From an optimization exercise on the open Yosys and OpenROAD flow, aimed at small area and a short achievable clock period; shortcuts taken in it are not production practice.
Function was checked by simulation only, so behaviour that the tests miss may differ from the original.
Power and IR drop assume default switching activity.

==> flow/design.v (outline; a module is shown in full before it is edited, if it fits) <==
// module game_top: 17312 lines
module game_top(clk, keypad_in, dip_in, adc_data_in, seg_com, seg_data, seg_single_data, led_out, f_led1, f_led2, f_led3, f_led4, lcd_rs, lcd_rw, lcd_en, lcd_data, servo_pwm, step_motor_phase, piezo_out, adc_cs_n, adc_sclk
, adc_din);
  // ...
==> flow/flow/run.sh <==
#!/bin/bash
# Layout flow: the standard ORFS flow (standard.sh, unchanged synthesis, floorplan,
# power grid, placement, CTS, routing), with three settings passed to make:
#  - port buffers are buf_2 cells;
#  - clock tree synthesis inserts no dummy loads and uses sink clusters of up to 20;
#  - repair_timing aims for a setup slack of 22.5 ns at the design's 30 ns clock,
#    so that the paths that set the achieved period are sized and buffered.
# All tool output goes to flow_standard.log here (ORFS's per-step logs are in orfs/logs).
set -uo pipefail
bash standard.sh finish \
  "BUFFER_PORTS_ARGS=-buffer_cell sky130_fd_sc_hd__buf_2" \
  "CTS_ARGS=-sink_clustering_enable -repair_clock_nets -dont_use_dummy_load -sink_clustering_size 20 -sink_clustering_max_diameter 120" \
  "SETUP_SLACK_MARGIN=22.5" > flow_standard.log 2>&1
==> flow/standard.sh <==
#!/bin/bash
# synth_recipe.tcl (not shown) runs the flow's synth.tcl, then flattens the netlist and writes it again
# the make line also repeats each setting of config.mk as NAME=value (left out here)
make -C /OpenROAD-flow-scripts/flow DESIGN_CONFIG=/design/flow/config.mk WORK_HOME=/design/flow/orfs CLKGATE_MAP_FILE= SYNTH_SCRIPT=/design/flow/synth_recipe.tcl "${@:-finish}"
==> flow/config.mk <==
export PLATFORM = sky130hd
export DESIGN_NAME = game_top
export DESIGN_NICKNAME = game_top
export VERILOG_FILES = /design/flow/design.v
export SDC_FILE = /design/flow/constraint.sdc
export NUM_CORES = 4
export LEC_CHECK = 0
export ABC_AREA = 1
export CAP_MARGIN = 20
export CORE_MARGIN = 2
export CORE_UTILIZATION = 40
export PLACE_DENSITY = 0.6
export SLEW_MARGIN = 20
==> flow/constraint.sdc <==
create_clock -name core_clock -period 30.0 [get_ports {clk}]
set_input_delay 6.0000 -clock core_clock [delete_from_list [all_inputs] [get_ports {clk}]]
set_output_delay 6.0000 -clock core_clock [all_outputs]
set_load 0.01 [all_outputs]
==> results.json, run 1 <==
{
  "status": "finished clean",
  "h-tree-depth": 1,
  "port_buffers": 82,
  "seq_share_pct": 46.6,
  "start_util_pct": 40.6,
  "path_delay_family": "flip-flops",
  "avgSynthCellArea_um2": 8.32,
  "nClkBuffers": 24,
  "ys_top_cells_by_area": "dfrtp_1 32%, nand2_1 8.0%, inv_1 7.8%",
  "total_leakage_power_nw": 10.5,
  "synthMuxAreaShare_pct": 0.650,
  "synth-xor-area-share_pct": 3.18,
  "synth_compound_area_share_pct": 13.9,
  "timing.rr.start": "kd[5].c[2]$_DFF_PN0_",
  "synth_top_area_cell": "dfrtp_1",
  "hold_start": "lf[15]$_DFF_PN0_",
  "ir_worst_vdd_uv": 38.9,
  "crit_path_start": "cB$_DFF_PN0_",
  "core-area_um2": 50300,
  "dpl_cell_area_um2": 21400,
  "ys_top_cells_by_count": "435 x nand2_1, 423 x inv_1, 277 x nor2_1",
  "grt_pass1_wl_um": 79500,
  "n_antenna_cell": 1,
  "tap_cells": 672,
  "pwr-share-comb_pct": 30.7,
  "routedWlPerCell_um": 15.0,
  "powerSeq_w": 0.000715
}
==> inputs of run 2 (changes only) <==
==> flow/flow/run.sh (replaced) <==
#!/bin/bash
# Layout flow: the standard ORFS flow (standard.sh, unchanged synthesis, floorplan,
# power grid, placement, CTS, routing), with three settings passed to make:
#  - port buffers are buf_2 cells;
#  - clock tree synthesis inserts no dummy loads and uses sink clusters of up to 25;
#  - repair_timing aims for a setup slack of 22.5 ns at the design's 30 ns clock,
#    so that the paths that set the achieved period are sized and buffered.
# All tool output goes to flow_standard.log here (ORFS's per-step logs are in orfs/logs).
set -uo pipefail
bash standard.sh finish \
  "BUFFER_PORTS_ARGS=-buffer_cell sky130_fd_sc_hd__buf_2" \
  "CTS_ARGS=-sink_clustering_enable -repair_clock_nets -dont_use_dummy_load -sink_clustering_size 25 -sink_clustering_max_diameter 150 -distance_between_buffers 300 -branching_point_buffers_distance 300" \
  "SETUP_SLACK_MARGIN=22.5" > flow_standard.log 2>&1
==> results.json, run 2 <==
{
  "wl_um": 47800,
  "timing.rr.end": "ledx[3]$_DFF_PN0_",
  "pre_cts_ws_ps": 21560,
  "firstDrtPassIters": 5,
  "dp.final_hpwl_um": 36100,
  "port_buffers": 82,
  "clk_latency_ps": 550,
  "holdWs_ps": 358,
  "grt_pass1_vias": 15800,
  "grt_pass1_wl_um": 79500,
  "drtIter0Drc": 1309,
  "finalMaxSlewViolations": 0,
  "drive_above_1_share_pct": 8.59,
  "async_reset_ff_share_pct": 76.1,
  "r2r_slack_ps": 25900,
  "netlist_area_um2": 20400,
  "skew_ps": 21.4,
  "grt.overflow.total": 0,
  "synth-edff-count": 45,
  "worstPathBufferInverterCount": 2,
  "synth_flop_cell": "dfrtp_1",
  "tightest_slew_ps": 1000,
  "vias_per_cell": 5.10,
  "ys_ff_latch": 410,
  "ys_warn_count": 1,
  "routedWlPerCell_um": 15.0,
  "ys_top_cells_by_count": "435 x nand2_1, 423 x inv_1, 277 x nor2_1",
  "n_antenna_cell": 0,
  "crit_fanout": 4,
  "synth_top_area_cell": "dfrtp_1",
  "synth.distinct_cells": 63,
  "period_share_pct": 23.8,
  "cts.sinks": 410,
  "layout_common_cells": "435 x nand2_1, 423 x inv_1, 277 x nor2_1, 264 x dfrtp_1, 183 x o21ai_0",
  "worstRegToRegCells": 15,
  "grt_use_total_pct": 18.2,
  "grt_antenna_before_repair": 2,
  "postSynthCellCount": 2452,
  "path_delay_family": "flip-flops",
  "drc_errors": 0,
  "clk_pin_slew_ps": 90,
  "cts_buffers": 20,
  "endpoint": "f_led3[2]",
  "slowest_delay_ps": 370,
  "ys_top_cells_by_area": "dfrtp_1 32%, nand2_1 8.0%, inv_1 7.8%",
  "yosys.cell_count.top_type": "nand2_1",
  "h-tree-depth": 1,
  "hold_path_class": "reg -> reg",
  "cp_cell_sequence": "inv_1, buf_2",
  "path_class": "reg -> out",
  "rsz0062_at_grt": "false",
  "relSlewSlack_pct": 32.6,
  "cts_tree": "yes",
  "cts_max_path_buffers": 3,
  "syn_to_final_growth_pct": 7.63,
  "hold_viol": 0,
  "final_nets": 2587,
  "seq_area_frac_synth_pct": 50.4,
  "cts_post_setup_buffers_inserted": 0,
  "timing.rr.start": "kd[5].c[2]$_DFF_PN0_",
  "avgSynthCellArea_um2": 8.32,
  "worst-path-stages": 2,
  "layout_commonest_cell": "nand2_1",
  "worst_setup_path_start_kind": "register",
  "ant_nets": 0,
  "rows": 82,
  "power_density_nw_per_um2": 66.9,
  "die_width_um": 230,
  "endpoint_kind": "output port",
  "total_leakage_power_nw": 10.4,
  "cap_violations": 0,
  "start_util_pct": 40.6,
  "pin_count": 86,
  "fp.dieH_um": 230,
  "cp.required_ps": 24000,
  "finalCriticalPeriod_ps": 7140,
  "fmax_mhz": 140,
  "setup_viol": 0,
  "ir_worst_vdd_uv": 39.0,
  "setup_ws_ps": 22860,
  "root_buffer": "clkbuf_16",
  "tns_ps": 0,
  "core-area_um2": 50300,
  "status": "finished clean",
  "cp_slowest_cell": "dfrtp_1",
  "cp.arrival_ps": 1140,
  "fillers": 4955,
  "crit_path_start": "cB$_DFF_PN0_",
  "place_congestion": 0.948,
  "synth_top_cell_area_share_pct": 32.4,
  "grt_max_degree": 116,
  "dieArea_um2": 52800,
  "via_count": 16200
}
run 2: cell counts after synthesis:
Identical to the previous run, type by type.
run 2: per-layer routing:
layer / up-vias / share of wire (%) / GRT usage, %
met5: - / 0 / 0
met4: 0 / 2.4 / 4.82
li1: 8084 / - / -
met1: 7627 / 48 / 25.9
met3: 75 / 5.4 / 2.01
met2: 462 / 44 / 29.5
run 2: logic make-up (layout without fill, tap and decap cells):
kind of cell             Yosys count  after routing  share of synthesized area (%)
AO/OA/AOI/OAI                    483            483                           13.9
XOR/XNOR                          74             74                           3.18
adder cells (fa/ha/maj)           49             49                           3.01
buffers and inverters            484            544                           9.36
flip-flops                       410            410                           50.4
multiplexers                      12             12                          0.650
other                              1              3                         0.0184
AND/OR/NAND/NOR                  939            939                           19.5
run 2: per-stage QoR:
step / power (W) / util, % / cells / cell area [µm²]
floorplan: 0.00104 / - / 2454 / 20400
global placement: 0.00117 / 42.6 / 3166 / 21400
detailed placement: 0.00118 / 42.6 / 3166 / 21400
CTS: 0.00148 / 43.6 / 3186 / 21900
global route: 0.00158 / 43.7 / 3186 / 21900
finish: 0.00147 / 43.7 / 3186 / 21900
run 2: how the worst min path moves through the flow:
stage                             to  cells after the start              from  slack (ps)
finish              lf[16]$_DFF_PN0_                      0  lf[15]$_DFF_PN0_         360
global route         lf[6]$_DFF_PN1_                      0   lf[5]$_DFF_PN1_         370
CTS                 lf[25]$_DFF_PN1_                      0  lf[24]$_DFF_PN0_         360
detailed placement  lf[25]$_DFF_PN1_                      0  lf[24]$_DFF_PN0_         340
global placement    lf[31]$_DFF_PN0_                      0  lf[30]$_DFF_PN0_         340
floorplan           lf[16]$_DFF_PN0_                      0  lf[15]$_DFF_PN0_         330
run 2: what timing repair did:
item | in CTS | in global routing
cloned | 0 | 0
endpoints found under the setup margin | 70 | 43
hold buffers | 0 | 0
resized for setup | 2 | 1
run 2: power by group:
| part | total, W | internal [W] | switching (W) | leakage [nW] |
|---|---|---|---|---|
| clock network | 0.000294 | 0.000120 | 0.000174 | 0.246 |
| logic | 0.000459 | 0.000148 | 0.000311 | 5.32 |
| registers | 0.000715 | 0.000651 | 0.0000638 | 4.86 |
run 2: final cells by class:
cell class	instances	area (µm²)	area share (%)
clock buffers	20	500	2.28
repair buffers	87	470	2.14
flip-flops and latches	410	10300	46.8
multi-input cells	1560	8220	37.4
well taps	672	841	3.83
inverters	437	1640	7.47
==> inputs of run 3 (changes only) <==
--- a/flow/flow/run.sh
+++ b/flow/flow/run.sh
@@ -9,5 +9,5 @@
 set -uo pipefail
 bash standard.sh finish \
   "BUFFER_PORTS_ARGS=-buffer_cell sky130_fd_sc_hd__buf_2" \
-  "CTS_ARGS=-sink_clustering_enable -repair_clock_nets -dont_use_dummy_load -sink_clustering_size 25 -sink_clustering_max_diameter 150 -distance_between_buffers 300 -branching_point_buffers_distance 300" \
+  "CTS_ARGS=-sink_clustering_enable -repair_clock_nets -dont_use_dummy_load -sink_clustering_size 25 -sink_clustering_max_diameter 150 -buf_list {sky130_fd_sc_hd__clkbuf_8 sky130_fd_sc_hd__clkbuf_16}" \
   "SETUP_SLACK_MARGIN=22.5" > flow_standard.log 2>&1
==> results.json, run 3 <==
{
  "skew_ps": 21.4,
  "n_antenna_cell": 0,
  "setup_viol": 0,
  "ys_warn_count": 1,
  "status": "finished clean",
  "cp_slowest_cell": "dfrtp_1",
  "grt.overflow.total": 0,
  "syn_to_final_growth_pct": 7.63,
  "grt_pass1_vias": 15800,
  "crit_fanout": 4,
  "synth_compound_area_share_pct": 13.9,
  "dr_wl_met3_um": 2580,
  "endpoint_kind": "output port",
  "h-tree-depth": 1,
  "cp.required_ps": 24000,
  "synth_top_family_by_area": "simple AND/OR/NAND/NOR gates",
  "grt_max_degree": 116,
  "port_buffers": 82,
  "grt_use_total_pct": 18.2,
  "power_density_nw_per_um2": 66.9,
  "clk_pin_slew_ps": 90,
  "tns_ps": 0,
  "seq_area_frac_synth_pct": 50.4,
  "ir_worst_vdd_uv": 39.0,
  "avgSynthCellArea_um2": 8.32,
  "cp_cell_sequence": "inv_1, buf_2",
  "hold_viol": 0,
  "final_nets": 2587,
  "layout_commonest_cell": "nand2_1",
  "vias_per_cell": 5.10,
  "cp.arrival_ps": 1140,
  "grt_pass1_wl_um": 79500,
  "postSynthCellCount": 2452,
  "cts_tree": "yes",
  "die_width_um": 230,
  "place_congestion": 0.948,
  "hold_path_class": "reg -> reg",
  "routedWlPerCell_um": 15.0,
  "synth_top_cell_area_share_pct": 32.4,
  "worst_setup_path_start_kind": "register",
  "root_buffer": "clkbuf_16",
  "synthMuxAreaShare_pct": 0.650,
  "cts_hold_buf": 0,
  "dieArea_um2": 52800,
  "dr_wl_met2_um": 21200,
  "cap_violations": 0,
  "tightest_slew_ps": 1000,
  "drc_errors": 0,
  "ys_top_cells_by_count": "435 x nand2_1, 423 x inv_1, 277 x nor2_1",
  "synth-xor-area-share_pct": 3.18,
  "rows": 82,
  "rsz0062_at_grt": "false",
  "synth_flop_cell": "dfrtp_1",
  "core-area_um2": 50300,
  "path_class": "reg -> out",
  "grt_antenna_before_repair": 2,
  "finalMaxSlewViolations": 0,
  "ys_top_cells_by_area": "dfrtp_1 32%, nand2_1 8.0%, inv_1 7.8%",
  "drtIter0Drc": 1309,
  "via_count": 16200,
  "pin_count": 86,
  "synth.distinct_cells": 63,
  "cts_max_path_buffers": 3,
  "cts_post_setup_buffers_inserted": 0,
  "firstDrtPassIters": 5,
  "ant_nets": 0,
  "synth_top_area_cell": "dfrtp_1",
  "slowest_delay_ps": 370,
  "holdWs_ps": 358,
  "clk_latency_ps": 550,
  "path_delay_family": "flip-flops",
  "ys_ff_latch": 410,
  "hold_start": "lf[15]$_DFF_PN0_",
  "top_layer_used": "met4",
  "total_leakage_power_nw": 10.4,
  "cts.sinks": 410,
  "relSlewSlack_pct": 32.6,
  "netlist_area_um2": 20400,
  "start_util_pct": 40.6,
  "wl_um": 47800,
  "synthAdderAreaFrac_pct": 3.01,
  "yosys.cell_count.top_type": "nand2_1",
  "met1Wirelength_um": 22800,
  "layout_common_cells": "435 x nand2_1, 423 x inv_1, 277 x nor2_1, 264 x dfrtp_1, 183 x o21ai_0",
  "synth-edff-count": 45,
  "fmax_mhz": 140,
  "drive_above_1_share_pct": 8.59,
  "async_reset_ff_share_pct": 76.1,
  "period_share_pct": 23.8,
  "finalCriticalPeriod_ps": 7140,
  "crit_path_start": "cB$_DFF_PN0_",
  "timing.rr.start": "kd[5].c[2]$_DFF_PN0_",
  "fp.dieH_um": 230,
  "cts_buffers": 20,
  "worstPathBufferInverterCount": 2,
  "dp.final_hpwl_um": 36100,
  "synthSimpleGateAreaFrac_pct": 19.5
}
-- run 3: cell counts after synthesis --
No cell type changed its count.
-- run 3: what timing repair did --
action                     in CTS  in global routing
resized for setup               2                  1
setup endpoints to repair      70                 43
pin swaps                       0                  0
-- run 3: final timing paths --
| path | depth (start not counted) | slack, ps | to |
|---|---|---|---|
| hold reg to reg | 0 | 360 | lf[16]$_DFF_PN0_ |
| setup / recovery | 2 | 22860 | f_led3[2] |
| setup reg to reg | 15 | 25900 | ledx[3]$_DFF_PN0_ |
| min in group asynchronous | 1 | 5420 | adc_din$_DFF_PN0_ |
| max in group asynchronous | 3 | 22980 | async pin |
| hold / removal | 0 | 360 | lf[16]$_DFF_PN0_ |
-- run 3: cell families (layout without fill, tap and decap cells) --
| family | after synthesis | in the layout |
|---|---|---|
| simple gates | 939 | 939 |
| xor+xnor | 74 | 74 |
| compound gates | 483 | 483 |
| mux | 12 | 12 |
| flops | 410 | 410 |
| other cells | 1 | 3 |
| fa+ha+maj | 49 | 49 |
| buf+inv | 484 | 544 |
-- run 3: per-layer routing --
layer | global-route usage (%) | up-vias
li1 | - | 8084
met1 | 25.9 | 7627
met2 | 29.5 | 462
met3 | 2.01 | 75
met4 | 4.82 | 0
met5 | 0 | -
-- run 3: stage by stage --
stage	cell area [µm²]	utilization (%)	total power, W	setup slack, ps	std cells
3_5_place_dp	21400	42.6	0.00118	21560	3166
6_report	21900	43.7	0.00147	22860	3186
5_1_grt	21900	43.7	0.00158	22700	3186
4_1_cts	21900	43.6	0.00148	22670	3186
2_1_floorplan	20400	-	0.00104	23390	2454
3_3_place_gp	21400	42.6	0.00117	21610	3166
-- run 3: cell type report --
cell class	instances	area [µm²]
inverters	437	1640
flip-flops and latches	410	10300
repair buffers	87	470
fillers	4955	28300
well taps	672	841
clock buffers	20	500
multi-input cells	1560	8220
-- run 3: power breakdown --
group          switching, W  internal (W)
logic              0.000311      0.000148
registers         0.0000638      0.000651
clock network      0.000174      0.000120
total              0.000549      0.000919
-- run 3: worst reg2reg max path: stages (launching register included) --
cell,delay [ps]
dfrtp_1,390
inv_1,80
o21a_1,180
nand3_1,150
nand2_1,100
nor2_1,130
nand2_1,70
nor3_1,690
nand2_1,220
nand2_1,180
nand2_1,150
a21oi_1,420
inv_1,140
nand2_1,190
o21ai_0,210
nor3_1,620
==> inputs of run 4 (changes only) <==
--- a/flow/flow/run.sh
+++ b/flow/flow/run.sh
@@ -9,5 +9,5 @@
 set -uo pipefail
 bash standard.sh finish \
   "BUFFER_PORTS_ARGS=-buffer_cell sky130_fd_sc_hd__buf_2" \
-  "CTS_ARGS=-sink_clustering_enable -repair_clock_nets -dont_use_dummy_load -sink_clustering_size 25 -sink_clustering_max_diameter 150 -buf_list {sky130_fd_sc_hd__clkbuf_8 sky130_fd_sc_hd__clkbuf_16}" \
+  "CTS_ARGS=-sink_clustering_enable -repair_clock_nets -dont_use_dummy_load -sink_clustering_size 25 -sink_clustering_max_diameter 150" \
   "SETUP_SLACK_MARGIN=22.5" > flow_standard.log 2>&1
==> results.json, run 4 <==
{
  "firstDrtPassIters": 5,
  "h-tree-depth": 1,
  "layout_common_cells": "435 x nand2_1, 423 x inv_1, 277 x nor2_1, 264 x dfrtp_1, 183 x o21ai_0",
  "path_class": "reg -> out",
  "endpoint_kind": "output port",
  "skew_ps": 21.4,
  "cts_post_setup_buffers_inserted": 0,
  "finalMaxSlewViolations": 0,
  "final_nets": 2587,
  "timing.rr.end": "ledx[3]$_DFF_PN0_",
  "hold-path-endpoint": "lf[16]$_DFF_PN0_",
  "grt_pass1_vias": 15800,
  "hold_start": "lf[15]$_DFF_PN0_",
  "die_width_um": 230,
  "status": "finished clean",
  "cellInternalPower_w": 0.000919,
  "synth.distinct_cells": 63,
  "grt.overflow.total": 0,
  "cts_max_path_buffers": 3,
  "worstRegToRegCells": 15,
  "grt_max_degree": 116,
  "synth_top_area_cell": "dfrtp_1",
  "synth-xor-area-share_pct": 3.18,
  "cts_buffers": 20,
  "ant_nets": 0,
  "r2r_slack_ps": 25900,
  "synth-edff-count": 45,
  "dieArea_um2": 52800,
  "fmax_mhz": 140,
  "syn_to_final_growth_pct": 7.63,
  "cp_slowest_cell": "dfrtp_1",
  "clk_pin_slew_ps": 90,
  "synth_compound_area_share_pct": 13.9,
  "grt_antenna_before_repair": 2,
  "cp.arrival_ps": 1140,
  "p_switching_w": 0.000549,
  "synthSimpleGateAreaFrac_pct": 19.5,
  "whs_path_depth": 0,
  "synth_top_family_by_area": "simple AND/OR/NAND/NOR gates",
  "synthMuxAreaShare_pct": 0.650,
  "netlist_area_um2": 20400,
  "drive_above_1_share_pct": 8.59,
  "synth_top_cell_area_share_pct": 32.4,
  "period_share_pct": 23.8,
  "cts.sinks": 410,
  "finalCriticalPeriod_ps": 7140,
  "finalPower_w": 0.00147,
  "pwr-share-clk_pct": 20.0,
  "relSlewSlack_pct": 32.6,
  "tns_ps": 0,
  "hold_viol": 0,
  "routedWlPerCell_um": 15.0,
  "synth_flop_cell": "dfrtp_1",
  "cts_tree": "yes",
  "ys_top_cells_by_count": "435 x nand2_1, 423 x inv_1, 277 x nor2_1",
  "avgSynthCellArea_um2": 8.32,
  "core-area_um2": 50300,
  "place_congestion": 0.948,
  "yosys.cell_count.top_type": "nand2_1",
  "async_reset_ff_share_pct": 76.1,
  "switching_share_pct": 37.4,
  "layout_commonest_cell": "nand2_1",
  "ir_worst_vdd_uv": 39.0,
  "pin_count": 86,
  "p_seq_share_pct": 48.7,
  "port_buffers": 82,
  "worst_setup_path_start_kind": "register",
  "root_buffer": "clkbuf_16",
  "cap_violations": 0,
  "power_density_nw_per_um2": 66.9,
  "pre_cts_ws_ps": 21560,
  "dp.final_hpwl_um": 36100,
  "ys_top_cells_by_area": "dfrtp_1 32%, nand2_1 8.0%, inv_1 7.8%",
  "hold_path_class": "reg -> reg",
  "ys_ff_latch": 410,
  "tightest_slew_ps": 1000,
  "pwr-share-comb_pct": 31.3,
  "ys_warn_count": 1,
  "total_leakage_power_nw": 10.4,
  "crit_fanout": 4,
  "setup_viol": 0,
  "fillers": 4955,
  "postSynthCellCount": 2452,
  "fp.dieH_um": 230,
  "n_antenna_cell": 0,
  "synthAdderAreaFrac_pct": 3.01,
  "clk_latency_ps": 550,
  "setup_ws_ps": 22860,
  "grt_pass1_wl_um": 79500,
  "cp.required_ps": 24000,
  "cp_cell_sequence": "inv_1, buf_2",
  "rsz0062_at_grt": "false",
  "grt_use_total_pct": 18.2,
  "cts_hold_buf": 0,
  "via_count": 16200,
  "worstPathBufferInverterCount": 2,
  "vias_per_cell": 5.10,
  "drtIter0Drc": 1309,
  "timing.rr.start": "kd[5].c[2]$_DFF_PN0_",
  "seq_area_frac_synth_pct": 50.4,
  "drc_errors": 0,
  "rows": 82,
  "wl_um": 47800,
  "path_delay_family": "flip-flops",
  "start_util_pct": 40.6,
  "worst-path-stages": 2,
  "slowest_delay_ps": 370
}
run 4: cell counts in the layout (fill, tap and decap cells not counted):
No cell type changed its count.
run 4: routing by layer:
layer  vias to the layer above  part of all wire [%]  global-route usage (%)
li1                       8084                     -                       -
met1                      7627                    48                    25.9
met2                       462                    44                    29.5
met3                        75                   5.4                    2.01
met4                         0                   2.4                    4.82
met5                         -                     0                       0
run 4: power groups by stage:
| stage | Sequential, W | Combinational, W | Clock (W) |
|---|---|---|---|
| after global placement | 0.000722 | 0.000449 | 0 |
| after floorplan | 0.000703 | 0.000337 | 0 |
| after global routing | 0.000726 | 0.000528 | 0.000327 |
| after CTS | 0.000714 | 0.000459 | 0.000309 |
| after detailed placement | 0.000725 | 0.000457 | 0 |
| final | 0.000715 | 0.000459 | 0.000294 |
run 4: cells by family after synthesis:
group           after synthesis
fa+ha+maj                    49
simple gates                939
flops                       410
other cells                   1
compound gates              483
mux                          12
xor+xnor                     74
buf+inv                     484
run 4: layout make-up:
type	instances	area [µm²]	share of cell area [%]
Clock buffer	20	500	2.28
Sequential cell	410	10300	46.8
Timing Repair Buffer	87	470	2.14
Multi-Input combinational cell	1560	8220	37.4
Inverter	437	1640	7.47
Tap cell	672	841	3.83
run 4: worst max-delay path by stage:
| stage | startpoint | endpoint | slack [ps] |
|---|---|---|---|
| 2_1_floorplan | cG$_DFF_PN0_ | f_led2[0] | 23390 |
| 3_3_place_gp | keypad_in[8] | ssx_reg[4]$_DFF_PN0_ | 21610 |
| 3_5_place_dp | keypad_in[8] | ssx_reg[4]$_DFF_PN0_ | 21560 |
| 4_1_cts | keypad_in[8] | async pin | 22670 |
| 5_1_grt | keypad_in[8] | cidx[3]$_DFF_PN0_ | 22700 |
| 6_report | cB$_DFF_PN0_ | f_led3[2] | 22860 |
run 4: timing repair:
item / in CTS / in global routing
resized for setup: 2 / 1
endpoints found under the hold margin: 0 / 0
setup endpoints to repair: 70 / 43
run 4: stage by stage:
stage | util (%) | cells | cell area (µm²) | hold slack, ps
floorplan | - | 2454 | 20400 | 331
global placement | 42.6 | 3166 | 21400 | 336
detailed placement | 42.6 | 3166 | 21400 | 337
CTS | 43.6 | 3186 | 21900 | 360
global route | 43.7 | 3186 | 21900 | 368
finish | 43.7 | 3186 | 21900 | 358
run 4: worst register-to-register path: stages, from the launching register on:
cell and delay (ps):
dfrtp_1 390, inv_1 80, o21a_1 180, nand3_1 150, nand2_1 100, nor2_1 130
nand2_1 70, nor3_1 690, nand2_1 220, nand2_1 180, nand2_1 150, a21oi_1 420
inv_1 140, nand2_1 190, o21ai_0 210, nor3_1 620
==> inputs of run 5 (changes only) <==
==> flow/flow/run.sh (replaced) <==
#!/bin/bash
# Layout flow: the standard ORFS flow (standard.sh, unchanged synthesis, floorplan,
# power grid, placement, CTS, routing), with three settings passed to make:
#  - port buffers are buf_4 cells;
#  - clock tree synthesis inserts no dummy loads and uses sink clusters of up to 25;
#  - repair_timing aims for a setup slack of 22.5 ns at the design's 30 ns clock,
#    so that the paths that set the achieved period are sized and buffered.
# All tool output goes to flow_standard.log here (ORFS's per-step logs are in orfs/logs).
set -uo pipefail
bash standard.sh finish \
  "BUFFER_PORTS_ARGS=-buffer_cell sky130_fd_sc_hd__buf_4" \
  "CTS_ARGS=-sink_clustering_enable -repair_clock_nets -dont_use_dummy_load -sink_clustering_size 25 -sink_clustering_max_diameter 150" \
  "SETUP_SLACK_MARGIN=22.5" > flow_standard.log 2>&1
==> results.json, run 5 <==
{
  "routedWlPerCell_um": 15.1,
  "period_share_pct": 23.9,
  "path_class": "reg -> out",
  "final_nets": 2590,
  "tightest_slew_ps": 934,
  "yosys.cell_count.top_type": "nand2_1",
  "start_util_pct": 40.6,
  "setup_ws_ps": 22830,
  "pre_cts_ws_ps": 21520,
  "synth_flop_cell": "dfrtp_1",
  "endpoint_kind": "output port",
  "relSlewSlack_pct": 37.2,
  "pwr-share-clk_pct": 19.7,
  "p_switching_w": 0.000548,
  "ys_top_cells_by_count": "435 x nand2_1, 423 x inv_1, 277 x nor2_1",
  "grt_pass1_wl_um": 79900,
  "h-tree-depth": 1,
  "cp.arrival_ps": 1170,
  "cts_hold_buf": 0,
  "synth_top_area_cell": "dfrtp_1",
  "ys_ff_latch": 410,
  "netlist_area_um2": 20400,
  "cts_post_setup_buffers_inserted": 0,
  "fillers": 4961,
  "grt_pass1_vias": 15800,
  "port_buffers": 82,
  "setup_viol": 0,
  "synth-edff-count": 45,
  "synth_top_cell_area_share_pct": 32.4,
  "total_leakage_power_nw": 10.5,
  "drc_errors": 0,
  "place_congestion": 0.917,
  "pin_count": 86,
  "fp.dieH_um": 230,
  "firstDrtPassIters": 6,
  "ys_warn_count": 1,
  "rsz0062_at_grt": "false",
  "pwr-share-comb_pct": 31.7,
  "finalCriticalPeriod_ps": 7170,
  "worst_setup_path_start_kind": "register",
  "ys_top_cells_by_area": "dfrtp_1 32%, nand2_1 8.0%, inv_1 7.8%",
  "skew_ps": 41.7,
  "utilization_pct": 44.1,
  "dp.final_hpwl_um": 36600,
  "crit_fanout": 4,
  "dieArea_um2": 52800,
  "wl_um": 48200,
  "cts_tree": "yes",
  "synth.distinct_cells": 63,
  "cap_violations": 0,
  "post_cts_resized": 2,
  "layout_commonest_cell": "nand2_1",
  "seq_area_frac_synth_pct": 50.4,
  "multi_input_area_um2": 8220,
  "ant_nets": 0,
  "rows": 82,
  "grt.overflow.total": 0,
  "hold_viol": 0,
  "vias_per_cell": 5.09,
  "clk_latency_ps": 550,
  "grt_use_total_pct": 18.3,
  "clk_pin_slew_ps": 100,
  "postSynthCellCount": 2452,
  "cp.required_ps": 24000,
  "grt_max_degree": 86,
  "syn_to_final_growth_pct": 8.83,
  "async_reset_ff_share_pct": 76.1,
  "status": "finished clean",
  "ir_worst_vdd_uv": 29.4,
  "cellInternalPower_w": 0.000926,
  "drtIter0Drc": 1175,
  "grt_antenna_before_repair": 4,
  "finalMaxSlewViolations": 0,
  "core-area_um2": 50300,
  "root_buffer": "clkbuf_16",
  "seq_area_um2": 10300,
  "cts_buffers": 20,
  "via_count": 16200,
  "cts_max_path_buffers": 3,
  "cts.sinks": 410,
  "tns_ps": 0,
  "layout_common_cells": "435 x nand2_1, 423 x inv_1, 277 x nor2_1, 264 x dfrtp_1, 183 x o21ai_0",
  "avgSynthCellArea_um2": 8.32,
  "die_width_um": 230,
  "hold_path_class": "reg -> reg",
  "n_antenna_cell": 0,
  "p_seq_share_pct": 48.6,
  "power_density_nw_per_um2": 66.4,
  "fmax_mhz": 140,
  "drive_above_1_share_pct": 8.70,
  "switching_share_pct": 37.2
}
-- run 5: cell counts after synthesis --
No cell type changed its count.
-- run 5: per-stage QoR --
stage,cells,power [W],hold slack [ps],instance area (µm²)
3_3_place_gp,3168,0.00118,334,21600
2_1_floorplan,2454,0.00104,331,20400
6_report,3189,0.00147,317,22200
4_1_cts,3188,0.00149,316,22200
3_5_place_dp,3168,0.00119,335,21600
5_1_grt,3189,0.00158,318,22200
-- run 5: worst paths after layout --
check / cells after the start / endpoint / slack [ps] / start
setup / recovery: 2 / f_led4[1] / 22830 / cR$_DFF_PN0_
hold / removal: 0 / lf[10]$_DFF_PN1_ / 320 / lf[9]$_DFF_PN1_
setup reg to reg: 15 / ledx[5]$_DFF_PN0_ / 25970 / kd[5].c[2]$_DFF_PN0_
hold reg to reg: 0 / lf[10]$_DFF_PN1_ / 320 / lf[9]$_DFF_PN1_
max in group asynchronous: 3 / l2[8]$_DFF_PN0_ / 22900 / keypad_in[8]
min in group asynchronous: 1 / cs$_DFF_PN0_ / 5430 / keypad_in[8]
-- run 5: cell families (layout without fill, tap and decap cells) --
kind of cell | count (synthesis) | count (layout) | share of synthesized area [%]
AOI/OAI and AO/OA | 483 | 483 | 13.9
xor gates and xnor gates | 74 | 74 | 3.18
adders and majority gates | 49 | 49 | 3.01
buffers and inverters | 484 | 547 | 9.36
DFF | 410 | 410 | 50.4
muxes | 12 | 12 | 0.650
other | 1 | 3 | 0.0184
and+or+nand+nor | 939 | 939 | 19.5
-- run 5: per-layer routing --
layer | vias to the layer above | part of all wire, % | GRT usage (%)
met5 | - | 0 | 0
met4 | 0 | 1.9 | 4.58
met2 | 383 | 46 | 30.1
li1 | 8081 | - | -
met3 | 61 | 4.5 | 1.75
met1 | 7697 | 48 | 26.0
-- run 5: critical path: stages (launching register included) --
cell and delay, ps:
dfrtp_1 380, inv_1 110, buf_4 140
-- run 5: final cells by class --
class                           count  share of cell area [%]
Clock buffer                       20                    2.26
Inverter                          437                    7.39
Multi-Input combinational cell   1560                    37.0
Sequential cell                   410                    46.3
Tap cell                          672                    3.79
Timing Repair Buffer               90                    3.22
-- run 5: power by group through the flow --
| stage | clock network (W) | logic (W) | registers [W] |
|---|---|---|---|
| 2_1_floorplan | 0 | 0.000337 | 0.000703 |
| 3_3_place_gp | 0 | 0.000457 | 0.000723 |
| 3_5_place_dp | 0 | 0.000466 | 0.000726 |
| 4_1_cts | 0.000305 | 0.000468 | 0.000715 |
| 5_1_grt | 0.000325 | 0.000530 | 0.000727 |
| 6_report | 0.000291 | 0.000468 | 0.000716 |

-- what the ideal ports hide --
No port has a modelled driver above. Below, the same layouts with a new extraction and two added sets of constraints. Step 1 sets driving cells, clkbuf_16 on the clock port and buf_2 on the other inputs (assumed; they add their load-dependent delay and slew). Step 2 adds t to the input delays and takes it off the output delays; t is the mean of the earliest and latest rising clock arrival at the registers after step 1. Input paths then give back, and output paths get back, about the clock's delay inside the block. Slacks: ideal / step 1 / step 2; pairs: ideal / step 1.
| run | t (ns) | setup WS [ns] | worst setup path at the end | worst slew at a driven data input, ns |
|---|---|---|---|---|
| run 1 | 0.615 | 22.844 / 22.785 / 22.387 | input, reset recovery | 0.06 |
| run 2 | 0.599 | 22.859 / 22.801 / 22.374 | input, reset recovery | 0.06 |
| run 3 | 0.599 | 22.859 / 22.801 / 22.374 | input, reset recovery | 0.06 |
| run 4 | 0.599 | 22.859 / 22.801 / 22.374 | input, reset recovery | 0.06 |
| run 5 | 0.590 | 22.832 / 22.773 / 22.310 | input, reset recovery | 0.06 |
After both steps setup and hold are still met in every run listed. For run 5, which loses most, drivers alone change the setup slack by -0.059 ns; drivers and shift together by -0.522 ns. The worst setup slack also covers recovery checks on asynchronous resets.
